This design comes from an exercise in tuning for small area, a short achievable clock period and few clock cycles on the open sky130 flow, not from production work.
Function not checked in this run: the RTL went through the layout flow alone.
Power figures rest on the tool's default switching activity, not on a simulated workload.

===== flow/config.mk =====
export PLATFORM = sky130hd
export DESIGN_NAME = gpio_top
export DESIGN_NICKNAME = gpio_top
export VERILOG_FILES = /design/flow/design.v
export SDC_FILE = /design/flow/constraint.sdc
export NUM_CORES = 4
export LEC_CHECK = 0
export CAP_MARGIN = 20
export CORE_MARGIN = 2
export CORE_UTILIZATION = 40
export CTS_CLUSTER_DIAMETER = 80
export CTS_CLUSTER_SIZE = 24
export PLACE_DENSITY = 0.6
export SETUP_SLACK_MARGIN = 2.0
export SLEW_MARGIN = 20
export SYNTH_HIERARCHICAL = 1
export SYNTH_MINIMUM_KEEP_SIZE = 0

===== flow/design.v =====
module gpio_top(
	wb_clk_i, wb_rst_i, wb_cyc_i, wb_adr_i, wb_dat_i, wb_sel_i, wb_we_i, wb_stb_i,
	wb_dat_o, wb_ack_o, wb_err_o, wb_inta_o,
	aux_i,
	ext_pad_i, ext_pad_o, ext_padoe_o,
	clk_pad_i
);
parameter dw = 32;
parameter aw = 8;
parameter gw = 32;
input             wb_clk_i;
input             wb_rst_i;
input             wb_cyc_i;
input   [aw-1:0]  wb_adr_i;
input   [dw-1:0]  wb_dat_i;
input   [3:0]     wb_sel_i;
input             wb_we_i;
input             wb_stb_i;
output  [dw-1:0]  wb_dat_o;
output            wb_ack_o;
output            wb_err_o;
output            wb_inta_o;
input   [gw-1:0]  aux_i;
input   [gw-1:0]  ext_pad_i;
input             clk_pad_i;
output  [gw-1:0]  ext_pad_o;
output  [gw-1:0]  ext_padoe_o;
reg  [gw-1:0] rgpio_in;
reg  [gw-1:0] rgpio_out;
reg  [gw-1:0] rgpio_oe;
reg  [gw-1:0] rgpio_inte;
reg  [gw-1:0] rgpio_ptrig;
reg  [gw-1:0] rgpio_aux;
reg  [1:0]    rgpio_ctrl;
reg  [gw-1:0] rgpio_ints;
reg  [gw-1:0] rgpio_eclk;
reg  [gw-1:0] rgpio_nec;
reg  [gw-1:0] sync, ext_pad_s;
reg  [gw-1:0] pextc_sampled;
reg           sync_clk, clk_s, clk_r;
reg           wb_inta_o;
reg  [gw-1:0] ext_pad_o;
wire       req    = wb_cyc_i & wb_stb_i;
wire       valid  = (wb_adr_i[7:6] == 2'b00) & (wb_adr_i[1:0] == 2'b00);
wire       wr     = req & wb_we_i & valid;
assign wb_ack_o = req & valid & ~wb_rst_i;
assign wb_err_o = req & ~valid & ~wb_rst_i;
wire [3:0] p, q;
gpio_pdec u_pdec_p (.a(wb_adr_i[3:2]), .y(p));
gpio_pdec u_pdec_q (.a(wb_adr_i[5:4]), .y(q));
wire [2:0] tn;
wire       a4n;
gpio_inv   u_a4n (.a(wb_adr_i[4]), .y(a4n));
gpio_nand2 u_t0  (.a(p[0]), .b(q[0]), .y(tn[0]));
gpio_nand2 u_t1  (.a(wb_adr_i[5]), .b(wb_adr_i[4]), .y(tn[1]));
gpio_nand3 u_t2  (.a(wb_adr_i[5]), .b(a4n), .c(wb_adr_i[3]), .y(tn[2]));
wire wr_out   = wr & p[1] & q[0];
wire wr_oe    = wr & p[2] & q[0];
wire wr_inte  = wr & p[3] & q[0];
wire wr_ptrig = wr & p[0] & q[1];
wire wr_aux   = wr & p[1] & q[1];
wire wr_ctrl  = wr & p[2] & q[1];
wire wr_ints  = wr & p[3] & q[1];
wire wr_eclk  = wr & p[0] & q[2];
wire wr_nec   = wr & p[1] & q[2];
wire [3:0] sel = wb_sel_i;
wire [gw-1:0] out_d, oe_d, inte_d, ptrig_d, aux_d, eclk_d, nec_d;
genvar b;
generate
	for (b = 0; b < 4; b = b + 1) begin : lane
		wire en_out   = wr_out   & sel[b];
		wire en_oe    = wr_oe    & sel[b];
		wire en_inte  = wr_inte  & sel[b];
		wire en_ptrig = wr_ptrig & sel[b];
		wire en_aux   = wr_aux   & sel[b];
		wire en_eclk  = wr_eclk  & sel[b];
		wire en_nec   = wr_nec   & sel[b];
		gpio_wlane u_out   (.en(en_out),   .en_n(~en_out),   .d(wb_dat_i[8*b+:8]), .q(rgpio_out[8*b+:8]),   .y(out_d[8*b+:8]));
		gpio_wlane u_oe    (.en(en_oe),    .en_n(~en_oe),    .d(wb_dat_i[8*b+:8]), .q(rgpio_oe[8*b+:8]),    .y(oe_d[8*b+:8]));
		gpio_wlane u_inte  (.en(en_inte),  .en_n(~en_inte),  .d(wb_dat_i[8*b+:8]), .q(rgpio_inte[8*b+:8]),  .y(inte_d[8*b+:8]));
		gpio_wlane u_ptrig (.en(en_ptrig), .en_n(~en_ptrig), .d(wb_dat_i[8*b+:8]), .q(rgpio_ptrig[8*b+:8]), .y(ptrig_d[8*b+:8]));
		gpio_wlane u_aux   (.en(en_aux),   .en_n(~en_aux),   .d(wb_dat_i[8*b+:8]), .q(rgpio_aux[8*b+:8]),   .y(aux_d[8*b+:8]));
		gpio_wlane u_eclk  (.en(en_eclk),  .en_n(~en_eclk),  .d(wb_dat_i[8*b+:8]), .q(rgpio_eclk[8*b+:8]),  .y(eclk_d[8*b+:8]));
		gpio_wlane u_nec   (.en(en_nec),   .en_n(~en_nec),   .d(wb_dat_i[8*b+:8]), .q(rgpio_nec[8*b+:8]),   .y(nec_d[8*b+:8]));
	end
endgenerate
always @(posedge wb_clk_i or posedge wb_rst_i)
	if (wb_rst_i) begin
		rgpio_out   <= {gw{1'b0}};
		rgpio_oe    <= {gw{1'b0}};
		rgpio_inte  <= {gw{1'b0}};
		rgpio_ptrig <= {gw{1'b0}};
		rgpio_aux   <= {gw{1'b0}};
		rgpio_eclk  <= {gw{1'b0}};
		rgpio_nec   <= {gw{1'b0}};
	end else begin
		rgpio_out   <= out_d;
		rgpio_oe    <= oe_d;
		rgpio_inte  <= inte_d;
		rgpio_ptrig <= ptrig_d;
		rgpio_aux   <= aux_d;
		rgpio_eclk  <= eclk_d;
		rgpio_nec   <= nec_d;
	end
always @(posedge wb_clk_i or posedge wb_rst_i)
	if (wb_rst_i)
		rgpio_ctrl <= 2'b0;
	else if (wr_ctrl)
		rgpio_ctrl <= wb_dat_i[1:0];
	else if (rgpio_ctrl[0])
		rgpio_ctrl[1] <= rgpio_ctrl[1] | wb_inta_o;
always @(posedge wb_clk_i or posedge wb_rst_i)
	if (wb_rst_i) begin
		sync      <= {gw{1'b0}};
		ext_pad_s <= {gw{1'b0}};
		sync_clk  <= 1'b0;
		clk_s     <= 1'b0;
		clk_r     <= 1'b0;
	end else begin
		sync      <= ext_pad_i;
		ext_pad_s <= sync;
		sync_clk  <= clk_pad_i;
		clk_s     <= sync_clk;
		clk_r     <= clk_s;
	end
wire          pedge   = clk_s & ~clk_r;
wire          nedge   = ~clk_s & clk_r;
wire [gw-1:0] in_lach = (~rgpio_nec & {gw{pedge}}) | (rgpio_nec & {gw{nedge}});
wire [gw-1:0] extc_in = (in_lach & ext_pad_s) | (~in_lach & pextc_sampled);
wire [gw-1:0] in_muxed = (rgpio_eclk & pextc_sampled) | (~rgpio_eclk & ext_pad_s);
always @(posedge wb_clk_i or posedge wb_rst_i)
	if (wb_rst_i) begin
		pextc_sampled <= {gw{1'b0}};
		rgpio_in      <= {gw{1'b0}};
	end else begin
		pextc_sampled <= extc_in;
		rgpio_in      <= in_muxed;
	end
always @(posedge wb_clk_i or posedge wb_rst_i)
	if (wb_rst_i)
		rgpio_ints <= {gw{1'b0}};
	else if (wr_ints)
		rgpio_ints <= wb_dat_i;
	else if (rgpio_ctrl[0])
		rgpio_ints <= rgpio_ints | (((in_muxed ^ rgpio_in) & ~(in_muxed ^ rgpio_ptrig)) & rgpio_inte);
always @(posedge wb_clk_i or posedge wb_rst_i)
	if (wb_rst_i)
		wb_inta_o <= 1'b0;
	else
		wb_inta_o <= (|rgpio_ints) & rgpio_ctrl[0];
assign ext_padoe_o = rgpio_oe;
always @(posedge wb_clk_i or posedge wb_rst_i)
	if (wb_rst_i)
		ext_pad_o <= {gw{1'b0}};
	else
		ext_pad_o <= (rgpio_out & ~rgpio_aux) | (aux_i & rgpio_aux);
genvar i;
generate
	for (b = 0; b < 4; b = b + 1) begin : rd
		wire [9:0] s;
		gpio_rsel u_sel (.p(p), .q(q), .tn(tn), .s(s));
		for (i = 8*b; i < 8*b+8; i = i + 1) begin : bt
			if (i < 2) begin : c
				gpio_rbit_c u_bit (.s(s), .r({rgpio_nec[i], rgpio_eclk[i], rgpio_ints[i], rgpio_ctrl[i],
					rgpio_aux[i], rgpio_ptrig[i], rgpio_inte[i], rgpio_oe[i], rgpio_out[i], rgpio_in[i]}),
					.y(wb_dat_o[i]));
			end else begin : n
				gpio_rbit u_bit (.s(s), .r({rgpio_nec[i], rgpio_eclk[i], rgpio_ints[i],
					rgpio_aux[i], rgpio_ptrig[i], rgpio_inte[i], rgpio_oe[i], rgpio_out[i], rgpio_in[i]}),
					.y(wb_dat_o[i]));
			end
		end
	end
endgenerate
endmodule
module gpio_wlane(en, en_n, d, q, y);
input        en, en_n;
input  [7:0] d, q;
output [7:0] y;
assign y = ({8{en}} & d) | ({8{en_n}} & q);
endmodule
module gpio_pdec(a, y);
input  [1:0] a;
output [3:0] y;
wire [1:0] an;
gpio_inv  u_i0 (.a(a[0]), .y(an[0]));
gpio_inv  u_i1 (.a(a[1]), .y(an[1]));
gpio_nor2 u_n0 (.a(a[1]),  .b(a[0]),  .y(y[0]));
gpio_nor2 u_n1 (.a(a[1]),  .b(an[0]), .y(y[1]));
gpio_nor2 u_n2 (.a(an[1]), .b(a[0]),  .y(y[2]));
gpio_nor2 u_n3 (.a(an[1]), .b(an[0]), .y(y[3]));
endmodule
module gpio_inv(a, y);
input  a;
output y;
assign y = ~a;
endmodule
module gpio_nor2(a, b, y);
input  a, b;
output y;
assign y = ~(a | b);
endmodule
module gpio_nand2(a, b, y);
input  a, b;
output y;
assign y = ~(a & b);
endmodule
module gpio_nand3(a, b, c, y);
input  a, b, c;
output y;
assign y = ~(a & b & c);
endmodule
module gpio_and2(a, b, y);
input  a, b;
output y;
assign y = a & b;
endmodule
module gpio_rsel(p, q, tn, s);
input  [3:0] p, q;
input  [2:0] tn;
output [9:0] s;
gpio_and2 u1 (.a(p[1]), .b(q[0]), .y(s[1]));
gpio_and2 u2 (.a(p[2]), .b(q[0]), .y(s[2]));
gpio_and2 u3 (.a(p[3]), .b(q[0]), .y(s[3]));
gpio_and2 u4 (.a(p[0]), .b(q[1]), .y(s[4]));
gpio_and2 u5 (.a(p[1]), .b(q[1]), .y(s[5]));
gpio_and2 u6 (.a(p[2]), .b(q[1]), .y(s[6]));
gpio_and2 u7 (.a(p[3]), .b(q[1]), .y(s[7]));
gpio_and2 u8 (.a(p[0]), .b(q[2]), .y(s[8]));
gpio_and2 u9 (.a(p[1]), .b(q[2]), .y(s[9]));
gpio_nand3 u0 (.a(tn[0]), .b(tn[1]), .c(tn[2]), .y(s[0]));
endmodule
module gpio_and4(a, b, c, d, y);
input  a, b, c, d;
output y;
assign y = a & b & c & d;
endmodule
module gpio_nand4(a, b, c, d, y);
input  a, b, c, d;
output y;
assign y = ~(a & b & c & d);
endmodule
module gpio_rbit_c(s, r, y);
input  [9:0] s, r;
output       y;
wire [9:0] x;
wire z0, z1;
genvar k;
generate
	for (k = 0; k < 10; k = k + 1) begin : t
		gpio_nand2 u (.a(s[k]), .b(r[k]), .y(x[k]));
	end
endgenerate
gpio_and4  u0 (.a(x[1]), .b(x[2]), .c(x[3]), .d(x[4]), .y(z0));
gpio_and4  u1 (.a(x[5]), .b(x[6]), .c(x[7]), .d(x[8]), .y(z1));
gpio_nand4 u2 (.a(z0), .b(z1), .c(x[9]), .d(x[0]), .y(y));
endmodule
module gpio_rbit(s, r, y);
input  [9:0] s;
input  [8:0] r;
output       y;
wire [8:0] x;
wire z0, z1;
gpio_nand2 u_t0 (.a(s[0]), .b(r[0]), .y(x[0]));
gpio_nand2 u_t1 (.a(s[1]), .b(r[1]), .y(x[1]));
gpio_nand2 u_t2 (.a(s[2]), .b(r[2]), .y(x[2]));
gpio_nand2 u_t3 (.a(s[3]), .b(r[3]), .y(x[3]));
gpio_nand2 u_t4 (.a(s[4]), .b(r[4]), .y(x[4]));
gpio_nand2 u_t5 (.a(s[5]), .b(r[5]), .y(x[5]));
gpio_nand2 u_t6 (.a(s[7]), .b(r[6]), .y(x[6]));
gpio_nand2 u_t7 (.a(s[8]), .b(r[7]), .y(x[7]));
gpio_nand2 u_t8 (.a(s[9]), .b(r[8]), .y(x[8]));
gpio_and4  u0 (.a(x[1]), .b(x[2]), .c(x[3]), .d(x[4]), .y(z0));
gpio_and4  u1 (.a(x[5]), .b(x[6]), .c(x[7]), .d(x[8]), .y(z1));
gpio_nand3 u2 (.a(z0), .b(z1), .c(x[0]), .y(y));
endmodule

===== flow/constraint.sdc =====
create_clock -name core_clock -period 5.0 [get_ports {wb_clk_i}]
set_input_delay 1.0000 -clock core_clock [delete_from_list [all_inputs] [get_ports {wb_clk_i}]]
set_output_delay 1.0000 -clock core_clock [all_outputs]
set_load 0.01 [all_outputs]

===== flow/flow/run.sh =====
#!/bin/bash
# The standard layout (standard.sh, its synthesis unchanged), with:
#  - every port buffered by a small buf cell instead of the default delay
#    buffer;
#  - clock tree synthesis with clkbuf_8 buffers, sink clusters of at most
#    16 flip-flops, and no dummy loads;
#  - more antenna repair iterations after detailed routing;
#  - a check of the finished layout for antenna violations; if any remain,
#    the layout is made again with the placement density lower bound
#    nudged, at most three times in all.
# Each attempt's tool output goes to standard_N.log, each check's to
# check_N.log.
export BUFFER_PORTS_ARGS="-buffer_cell sky130_fd_sc_hd__buf_1"
export MAX_REPAIR_ANTENNAS_ITER_DRT=10
export CTS_ARGS="-sink_clustering_enable -repair_clock_nets -sink_clustering_size 16 -sink_clustering_max_diameter 60 -dont_use_dummy_load -buf_list sky130_fd_sc_hd__clkbuf_8"
RES=orfs/results/sky130hd/gpio_top/base/6_final.odb
cat > check_antennas.tcl <<EOT
read_db $RES
set n [check_antennas]
puts "ANTENNA_VIOLATIONS \$n"
EOT
addons=(0 0.2 0.3)
for n in 1 2 3; do
  if [[ $n -gt 1 ]]; then
    rm -rf orfs out/final.def
    mkdir -p out
    export PLACE_DENSITY_LB_ADDON=${addons[$((n-1))]}
  fi
  bash standard.sh > standard_$n.log 2>&1
  status=$?
  if [[ $status -eq 0 && -f out/final.def && -f $RES ]]; then
    openroad -no_init -exit check_antennas.tcl > check_$n.log 2>&1
    if grep -q '^ANTENNA_VIOLATIONS 0$' check_$n.log; then
      exit 0
    fi
  fi
done
exit 0

===== flow/standard.sh =====
#!/bin/bash
# synth_recipe.tcl (not shown) runs the flow's synth.tcl, then flattens the netlist and writes it again
# the make line also repeats each setting of config.mk as NAME=value (left out here)
make -C /OpenROAD-flow-scripts/flow DESIGN_CONFIG=/design/flow/config.mk WORK_HOME=/design/flow/orfs CLKGATE_MAP_FILE= SYNTH_SCRIPT=/design/flow/synth_recipe.tcl "${@:-finish}"

==> notes.md <==
-- power by group through the flow --
stage | clock network (mW) | registers [mW] | logic (mW)
after floorplan | 0 | 3.63 | 0.254
after global placement | 0 | 3.65 | 0.437
after detailed placement | 0 | 3.65 | 0.446
after CTS | 1.94 | 3.59 | 0.512
after global routing | 2.06 | 3.60 | 0.562
final | 1.85 | 3.59 | 0.514
-- layout make-up --
type                       count  area [um2]  area share [%]
clock buffer                  40         551            2.61
multi-input combinational   1075        7640            36.2
sequential                   422       10600            50.0
inverter                      46         186           0.883
tap                          607         759            3.60
timing repair buffer         243        1410            6.69
-- metrics by stage --
step	instance area [um2]	power (mW)	hold WS, ns	TNS, ns
2_1_floorplan	18600	3.88	0.331	-721.02
3_3_place_gp	19700	4.08	0.333	0
3_5_place_dp	19700	4.10	0.335	0
4_1_cts	21000	6.03	0.333	0
5_1_grt	21100	6.22	0.336	0
6_report	21100	5.95	0.338	0
-- per-layer routing --
layer	GRT usage [%]	vias to the layer above	part of all wire [%]
met3	4.43	125	6.2
li1	-	6190	-
met2	39.2	511	48
met5	0	-	0.027
met4	9.06	2	3.4
met1	32.8	7225	43
-- what timing repair did --
item / in CTS / in global routing
buffers inserted: 16 / 0
endpoints found under the setup margin: 49 / 33
gates resized for setup: 206 / 26
gates cloned: 3 / 0
pin swaps: 84 / 28
-- path summary, 6_finish.rpt --
kind,to,slack [ns]
worst max-delay path,wb_dat_o[26],1.73
worst min-delay path,ext_pad_s[16],0.34
worst min register to register,ext_pad_s[16],0.34
min in group asynchronous,rgpio_out[24],0.49
max in group asynchronous,async pin,2.83
worst max register to register,flip-flop,2.57
-- cells in the final DEF, fill, tap and decap left out, types with 5 or more instances in the layout --
cell	instances
nor4_1	8
buf_2	13
nand2b_1	69
nor2_4	6
and4_1	62
and2_4	32
a22o_1	224
dfrtp_1	422
nor2_1	38
a21oi_1	45
nand3_1	9
mux2_2	86
inv_1	42
nand2_4	6
a221oi_1	5
a311oi_1	32
mux2_1	5
and3_1	15
a21oi_2	20
nand2_2	25
buf_4	12
buf_1	176
nand2_1	282
and2_1	23
mux2i_1	38
nand3_2	22
buf_6	28
a211oi_1	5
clkbuf_8	40
buf_12	9
==> run_results.csv <==
group,metric,value,unit
status,status,"timing/DRC/antenna clean",
critical_path,startpoint,"wb_adr_i[5]",
power,p_leak,9.53,nW
routing,wire_per_inst,24.0,um
routing,vias,14100,
grt,antenna_found_initial,1,
power,p_int,4.43,mW
place,portBuffers,212,
place,pre_cts_ws,0.993,ns
floorplan,die_w,220,um
power,powerDensity,282,nW/um2
place,numPlacedInstances,2373,
routing,post_drt_via_cell_ratio,5.78,
sta,rsz0062_at_grt,"true",
clocking,cts-root-buf,"clkbuf_8",
power,switching_share,25.6,%
routing,antenna_left,0,
grt,overflow,0,
clocking,clk_path_buf_depth,3,
critical_path,worstPathCellList,"buf_12, nor2_4, buf_8, and2_4, nand2_1, and4_1, nand3_1, buf_2",
power,vdd_drop_max,0.166,mV
layout,n_antenna_cell,0,
clocking,clkLatencyLatePin,0.62,ns
worst_hold_path,hold_path_class,"reg -> reg",
layout,final_cell_count_no_fill,2433,
routing,firstDrtPassIters,5,
grt,globalRouteTotalUtil,24.3,%
grt,grt_max_degree,184,
critical_path,critical_path_class,"in -> out",
floorplan,initial_core_util,40.2,%
sta,hold_viol,0,
critical_path,cpPeakStageDelay,0.21,ns
sta,final.setup.worst_slack,1.73,ns
layout,nFillCells,4378,
yosys,syn-num-nets,1744,
critical_path,crit_fanout,10,
yosys,synth_area_per_cell,11.4,um2
grt,grt_pass1_vias,14300,
sta,period_share,65.3,%
clocking,cts_tree,"built",
worst_hold_path,min_path_cells,0,
floorplan,die_y,220,um
floorplan,core_area,46300,um2
yosys,syn_inst,1630,
place,place.gp.congestion,0.870,
critical_path,required,4.00,ns
routing,drc,0,
sta,slew_headroom,25.0,%
critical_path,endpoint_kind,"primary output",
sta,setup_viol,0,
layout,nNetsFinal,1942,
floorplan,die_area,48300,um2
layout,utilization,45.6,%
critical_path,cp.arrival,2.27,ns
critical_path,critical-path-top-delay-family,"simple AND/OR/NAND/NOR gates",
clocking,clkTransAtPathRegs,0.08,ns
floorplan,io_pins,213,
yosys,ys_warn_count,7,
yosys,syn_area,18600,um2
critical_path,r2r_start,"clk_s",
critical_path,critPathBufInv,3,
layout,syn2layout_area_growth,13.4,%
sta,tightest_slew,1.12,ns
layout,drive_gt1_share,17.5,%
floorplan,rows,79,
routing,drt-total-wl,58.3,mm
power,seqPwrFrac,60.2,%
clocking,ctsHtreeMaxLevel,2,
clocking,cts.sinks,422,
critical_path,worst_setup_path_start_kind,"input pin",
grt,grt_pass1_wl,87.7,mm
sta,clock_skew,0.0476,ns
flow_run,drv_cap,0,
critical_path,crit_slowest_cell,"and2_4",
clocking,cts_buffers,40,
power,combPwrFrac,8.6,%
sta,fin_crit,3.27,ns
critical_path,reg2regPathDepth,4,
clocking,cts_hold_buf,0,
critical_path,path_depth,8,
sta,maxSlewViolCount,0,
power,power_frac_clock,31.1,%
routing,drt-initial-drc-count,1128,
power,netSwitchingPower,1.53,mW
place,hpwl,38.6,mm
worst_hold_path,worstHoldStart,"sync[16]",
sta,fmax,306,MHz

[re-timing with driven ports]
How much do the figures lean on ideal ports? The routed layout below was timed once more, with nothing changed but the port constraints.
Step 1 assumes that a clkbuf_16 drives the clock port and a buf_2 every other input.
Step 2 moves the port delays by t, midway between the first and last clock arrival at a register: inputs arrive t later, outputs are due t later. That takes back most of the time a late clock gives input paths.
Slacks: ideal / step 1 / step 2; pairs: ideal / step 1.
t (ns): 0.659
setup slack, ns: 1.734 / 1.651 / 1.579
latest minus earliest clock arrival (ns): 0.079 / 0.079
worst register clock-pin slew, ns: 0.10 / 0.10
cell pins on the clock port's net: 1
After both steps setup and hold are still met in this run. For this run, drivers alone change the setup slack by -0.083 ns; drivers and shift together by -0.155 ns.
